What follows belongs to an exercise in optimizing a design on an open flow for a short achievable clock period and few clock cycles; a production flow would make more cautious choices. In this exercise RTL edits were held to simulation tests only and were not proved equivalent to the original. Power and IR drop assume default switching activity.

juniper:
==> flow/design.v (excerpt) <==
module y86cpu(
    input   wire                clk,
    input   wire                rst,
    input   wire[47:0]      rom_data_i,
    input   wire[31:0]         mem_data_i,
    output  wire                mem_read_o,
    output  wire                mem_write_o,
    output  wire[31:0]         mem_addr_o,
    output  wire[31:0]         mem_data_o,
    output  wire[31:0]         rom_addr_o,
    output  wire                halted_o
);
Settings: LEC_CHECK=0, CAP_MARGIN=20, CORE_MARGIN=2, CORE_UTILIZATION=40, SETUP_SLACK_MARGIN=4.5, SLEW_MARGIN=20, SYNTH_HIERARCHICAL=1, SYNTH_MINIMUM_KEEP_SIZE=0, TNS_END_PERCENT=100; clock period 7.0 ns.
run.sh (not shown) runs the stock make flow with config.mk's settings and CLKGATE_MAP_FILE= SYNTH_SCRIPT=/design/flow/synth_recipe.tcl, a recipe that flattens the netlist after the stock synthesis.
Testbench counts of juniper, summed over its fixed seeds: cycles 56,966.
> inputs changed (juniper -> quartz)
--- a/flow/design.v
+++ b/flow/design.v
@@ -117,16 +117,14 @@
     assign mem_read_o  = M_rd;
     assign mem_write_o = M_wr & ~redir;
     assign mem_addr_o  = M_addr;
     assign mem_data_o  = M_valA;
     wire mismatch = Mv & M_isRet & (mem_data_i != M_pred);
     wire cc_sel = Ev & E_setcc;
     wire c_zf = cc_sel ? n_zf : zf;
-    wire ebr;
-    wire [31:0] d_alt = D_ptaken ? N_p5 : D_valC;
     wire c_lt = cc_sel ? n_lt : lt;
     wire [31:0] rvalA = regs[D_srcA[2:0]];
     wire [31:0] rvalB = regs[D_srcB[2:0]];
     wire hitEA  = Ev & ~D_srcA[3] & (D_srcA == e_dstE);
     wire hitMMA = Mv & ~D_srcA[3] & (D_srcA == M_dstM);
     wire hitMEA = Mv & ~D_srcA[3] & (D_srcA == M_dstE);
     wire hitEB  = Ev & ~D_srcB[3] & (D_srcB == e_dstE);
@@ -233,35 +231,31 @@
         if (rst) begin
             ras_v   <= 8'd0;
         end else if (P_call) begin
             ras_v[P_idx] <= 1'b1;
         end
         if (P_call)
             ras[P_idx] <= N_p5;
-        P_call <= ~rst & ~redir & ~brmis & ~ebr & ~stall & (f_icode == 4'H8);
+        P_call <= ~rst & ~redir & ~brmis & ~stall & (f_icode == 4'H8);
         P_idx  <= ras_up;
         if (rst) begin
             F_pc    <= 32'd0;
             ras_ptr <= 3'd0;
         end else begin
             if (redir)
                 F_pc <= redir_pc;
             else if (brmis)
                 F_pc <= E_valA;
-            else if (ebr)
-                F_pc <= d_alt;
             else if (~stall)
                 F_pc <= f_seq;
         end
         if (~rst & redir) begin
             ras_ptr <= redir_ptr;
         end else if (~rst & brmis) begin
             ras_ptr <= E_ptr;
-        end else if (~rst & ebr) begin
-            ras_ptr <= D_ptr;
         end else if (~rst & ~stall) begin
             N_p5    <= f_pc5;
             ras_ptr <= f_ptr;
         end
     end
     always @(posedge clk) begin
         if (rst) begin
@@ -283,15 +277,15 @@
             redir  <= mismatch;
             halted <= halted | halt_now;
         end
         redir_ptr <= M_ptr;
         redir_pc  <= mem_data_i;
     end
     always @(posedge clk) begin
-        if (rst | halted | redir | brmis | ebr) begin
+        if (rst | halted | redir | brmis) begin
             D_valid <= 1'b0;
         end else if (~stall) begin
             D_valid <= 1'b1;
             D_icode <= f_icode;
             D_ifun  <= f_ifun;
             D_srcA  <= f_srcA;
             D_srcB  <= f_srcB;
@@ -302,29 +296,26 @@
             D_unres <= (f_icode == 4'H7) & ~f_known;
             D_ptaken <= f_ptaken;
             D_ptr   <= f_ptr;
         end
     end
     wire d_brq = ~rst & Dv & ~stall & ~brmis & ~(Ev & E_halt) &
                  (D_icode == 4'H7) & D_unres;
-    wire d_zj  = (D_ifun == 4'H3) | (D_ifun == 4'H4);
-    wire d_brl = d_brq & ~d_zj;
-    wire b00 = d_brl & (cond_eval(D_ifun, 1'b0, 1'b0) != D_ptaken);
-    wire b01 = d_brl & (cond_eval(D_ifun, 1'b0, 1'b1) != D_ptaken);
-    wire b10 = d_brl & (cond_eval(D_ifun, 1'b1, 1'b0) != D_ptaken);
-    wire b11 = d_brl & (cond_eval(D_ifun, 1'b1, 1'b1) != D_ptaken);
+    wire b00 = d_brq & (cond_eval(D_ifun, 1'b0, 1'b0) != D_ptaken);
+    wire b01 = d_brq & (cond_eval(D_ifun, 1'b0, 1'b1) != D_ptaken);
+    wire b10 = d_brq & (cond_eval(D_ifun, 1'b1, 1'b0) != D_ptaken);
+    wire b11 = d_brq & (cond_eval(D_ifun, 1'b1, 1'b1) != D_ptaken);
     wire       sgn_eq = E_aluA[31] == E_aluB[31];
     wire       l_ca   = cc_sel & E_fsum  & ~sgn_eq;
     wire       l_cs   = cc_sel & E_fdiff &  sgn_eq;
     wire       l_k    = cc_sel ? ((E_fsum | E_fdiff) ? E_aluB[31] : e_log[31]) : lt;
     wire       br_nx, brn_nx;
     br_dec u_br(.ca(e_add33[32]), .cs(e_sub33[32]), .zn(n_zf), .l_ca(l_ca), .l_cs(l_cs),
                 .l_k(l_k), .z_new(cc_sel), .z_old(zf),
                 .b00(b00), .b01(b01), .b10(b10), .b11(b11), .br(br_nx), .brn(brn_nx));
-    assign ebr = d_brq & d_zj & (((D_ifun == 4'H3) ? c_zf : ~c_zf) != D_ptaken);
     always @(posedge clk) begin
         BR    <= br_nx;
     end
     always @(posedge clk) begin
         E_valid <= ~rst & Dv & ~stall & ~brmis;
         E_icode <= D_icode;
         E_ifun  <= D_ifun;
==> comparison <==
Taking juniper as the reference, in quartz area of the placeable core has decreased; area overhead of the layout relative to synthesis dropped 1.1 points; internal portion of total power climbed about 0.36%; final cell utilization of the core lost 0.48 points. Of quartz and juniper, juniper shows the lower worst-path maximum fanout, with quartz above it. quartz against juniper: final worst-path setup slack went up by 0.31 ns, non-clock buffer count went down by 6.1%, area share of buffers outside the clock network went down by 0.47 points, met3 track utilization from global routing went down by 3.7 points. Compared with juniper, quartz shows a lower worst hold margin. Fraction of power consumed by the clock network in quartz vs juniper: up 2.8 points. Diff quartz and juniper: combinational power higher in juniper.
Testbench counts of quartz, summed over its fixed seeds: cycles 57,815.

==> port drivers added, routing unchanged <==
Ports are ideal in the flow. The routed layouts listed here were re-timed in OpenROAD.
Step 1 assumes that a clkbuf_16 drives the clock port and a buf_2 every other input.
Step 2 moves the port delays by t, midway between the first and last clock arrival at a register: inputs arrive t later, outputs are due t later. That takes back most of the time a late clock gives input paths.
a / b / c = ideal / step 1 / step 2; a / b = the first two.
run | shift t [ns] | setup slack, ns | clock arrival spread, ns
juniper | 0.870 | 3.604 / 3.604 / 3.062 | 0.098 / 0.098
quartz | 0.881 | 3.918 / 3.918 / 3.407 | 0.036 / 0.036
After both steps every run listed still meets setup and hold. For juniper, which loses most, drivers alone change the setup slack by 0.000 ns; drivers and shift together by -0.542 ns.
